Source: an optimization exercise on an open RTL-to-GDS flow (aim: a short achievable clock period and few clock cycles). Production flows keep margins and buffers that such runs may drop. Only simulation tests tie the RTL to the original design; equivalence was not proved.

## v29
Design datapath, start of the top module:
module datapath (input clock, reset,
		 output [31:0] imem_addr,
		 input  [31:0] imem_rdata,
		 output        dmem_we,
		 output [31:0] dmem_addr, dmem_wdata,
		 input  [31:0] dmem_rdata);
Settings: LEC_CHECK=0, CAP_MARGIN=25, CORE_MARGIN=2, CORE_UTILIZATION=40, SETUP_SLACK_MARGIN=3.2, SLEW_MARGIN=20; clock period 5.8 ns.
standard.sh (not shown) runs the stock make flow with config.mk's settings and CLKGATE_MAP_FILE= SYNTH_SCRIPT=/design/flow/synth_recipe.tcl, a recipe that flattens the netlist after the stock synthesis.
==> flow/flow/run.sh <==
#!/bin/bash
# Layout flow: the standard flow, with synthesis mapping all the logic, adders
# included, through ABC with a delay-oriented script (flow/speed.abc) in place of the
# default one and without the fixed full/half-adder cells, and the ports buffered with
# sky130_fd_sc_hd__buf_8 (the default choice is a slow delay cell). Everything else,
# including the registers that synthesis produces, is the standard flow's.
set -euo pipefail
here=$(pwd)
bash standard.sh SYNTH_SCRIPT=$here/flow/synth.tcl ADDER_MAP_FILE= "BUFFER_PORTS_ARGS=-buffer_cell sky130_fd_sc_hd__buf_8" finish > $here/standard.log 2>&1
==> flow/flow/speed.abc <==
strash
dch
map -D 1000
buffer -c
topo
stime -c
upsize -c
dnsize -c
==> flow/flow/synth.tcl <==
# The standard flow's synthesis script, with the ABC mapping script replaced by flow/speed.abc
set ::speed_abc [file join [file dirname [file normalize [info script]]] speed.abc]
proc abc {args} {
  set i [lsearch $args -script]
  lset args [expr {$i + 1}] $::speed_abc
  yosys abc {*}$args
}
source [file join [file dirname [file dirname [file normalize [info script]]]] synth_recipe.tcl]
Testbench counts of v29, summed over its fixed seeds: cycles 52,274.
Edits applied to the flow inputs when going from v29 to v26:
--- a/flow/design.v
+++ b/flow/design.v
@@ -106,19 +106,19 @@
 reg [31:0] rf [1:31];
 wire stall_d, redirect, redirect_m;
 wire [31:0] redirect_pc;
 wire [31:0] memval = ld_m ? dmem_rdata : res_m;
 wire [31:0] ins_f = imem_rdata;
 wire [4:0]  rs_f = ins_f[25:21];
 wire [4:0]  rt_f = ins_f[20:16];
 wire [31:0] pc4_f = pc_f + 32'd4;
 localparam NL = 8;
-localparam LTB = 8;
+localparam LTB = 10;
 reg [NL-1:0] lv, lconf, lex;	 
 reg [LTB-1:0] ltag [0:NL-1];
 reg [LTB-1:0] ltagp [0:NL-1];	 
 reg [7:0]  lcnt [0:NL-1];
 reg [7:0]  ltrip [0:NL-1];
 reg        lflip_q;
 reg [LTB-1:0] ltg_e, ltg_l;
 reg        cinv_e, cinv_l, lpf_e, lpf_l, lbw_e, lbw_l, lq_bw;
 reg [NL-1:0] lhit_d, lhit_e, lhit_l;
@@ -160,19 +160,19 @@
 	if (reset | redirect) fold_q <= 1'b0;
 	else if (~stall_d) fold_q <= (|jhit_f) & ~fold_q & ~jmp_f & ~pred_f;
 	if (~stall_d) fdst_q <= jt_f;
 end
 reg lflip_n;
 integer li;
 always @* begin
 	lflip_n = 1'b0;
 	for (li = 0; li < NL; li = li + 1)
-		lflip_n = lflip_n | (lex[li] & (fold_q ? (ltag[li] == fdst_q[LTB-1:0]) : (ltagp[li] == pcx[LTB+1:2])));
+		lflip_n = lflip_n | (lv[li] & lconf[li] & (fold_q ? (ltag[li] == fdst_q[LTB-1:0]) : (ltagp[li] == pcx[LTB+1:2])) & lex[li]);
 end
 always @(posedge clock)
 begin
 	if (reset | redirect) lflip_q <= 1'b0;
 	else if (~stall_d) lflip_q <= lflip_n & ~jmp_f & ~pred_f;
 end
 always @(posedge clock)
 begin
 	if (reset) pcw <= 30'b0;
@@ -418,19 +418,18 @@
 begin
 	lq_hit <= lu_m ? lhit_l : lhit_e;	 
 	lq_go <= lu_m ? ~(eq_l ^ cinv_l) : ~(eq_e ^ cinv_e);	 
 	lq_lpf <= lu_m ? lpf_l : lpf_e;
 	lq_tag <= lu_m ? ltg_l : ltg_e;
 	lq_bw <= lu_m ? lbw_l : lbw_e;
 	if (reset) begin
 		lq_v <= 1'b0;
 		lv <= {NL{1'b0}};
-		lex <= {NL{1'b0}};	 
 		lptr <= 3'b0;
 	end else begin
 		lq_v <= lu_m | lu_e;
 		if (lq_v) begin
 			if (|lq_hit) begin
 				for (lk = 0; lk < NL; lk = lk + 1) if (lq_hit[lk]) begin
 					if (lq_go) begin
 						if (lcnt[lk] != 8'hff) lcnt[lk] <= lcnt[lk] + 8'd1;
 						if (lq_lpf) lconf[lk] <= 1'b0;
@@ -514,26 +513,19 @@
 assign dmem_wdata = sd_m;
 assign dmem_we = st_m;
 always @(posedge clock)
 begin
 	if (reset) we_w <= 1'b0;
 	else we_w <= we_m;
 	wr_w <= wr_m;
 	wd_w <= memval;
 end
-reg        rst_q;
-reg [31:1] wrx_w;
 integer k;
 always @(posedge clock)
 begin
-	rst_q <= reset;
-	for (k = 1; k < 32; k = k + 1) wrx_w[k] <= ~reset & we_m & (wr_m == k);
-end
-genvar gk;
-generate
-	for (gk = 1; gk < 32; gk = gk + 1) begin : rfw
-		always @(posedge clock)
-			if (rst_q) rf[gk] <= 32'b0;
-			else if (wrx_w[gk]) rf[gk] <= wd_w;
+	if (reset) begin
+		for (k = 1; k < 32; k = k + 1) rf[k] <= 32'b0;
+	end else if (we_w) begin
+		rf[wr_w] <= wd_w;
 	end
-endgenerate
+end
 endmodule
Notes after the runs:
v26 reached the final stage; the timing, design-rule and antenna checks on its layout passed. Of v26 and v29, it is v26 that has the higher vertical die dimension. Capturing element of the worst setup path = lflip_q: v26; capturing element of the worst setup path = dmem_wdata[21]: v29. Against v29, total wirelength of the detailed-routed design in v26 fell by a few percent. In v26, the arrival time of the worst setup path came out 2030 ps above the value in v29. Diff v29 -> v26: number of non-filler instances in the completed layout shows an increase of 583; worst path setup slack after routing picked up an extra 42 ps; violation count after the first detailed-route iteration has increased; number of standard cells after synthesis picked up an extra 463.
Testbench counts of v26, summed over its fixed seeds: cycles 52,274.

## static timing again, ports no longer ideal
The flow's constraints put no driver on any port. The routed layouts listed below were extracted and timed again, unchanged, in two steps.
Step 1 sets driving cells, clkbuf_16 on the clock port and buf_2 on the other inputs (assumed; they add their load-dependent delay and slew).
Step 2 also shifts input and output timing later by t, the mid clock arrival at the registers, as if the neighbouring blocks saw the same clock.
Three values: no drivers, after step 1, after step 2; two values: the first two.
run | t (ns) | slack for setup (ns) | worst data-port slew with drivers (ns) | pins driven straight from the clock port
v29 | 1.126 | 3.011 / 2.890 / 2.039 | 0.28 | 1
v26 | 1.079 | 3.053 / 2.943 / 1.909 | 0.46 | 1
After both steps setup and hold are still met in every run listed. For v26, which loses most, drivers alone change the setup slack by -0.110 ns; drivers and shift together by -1.144 ns.
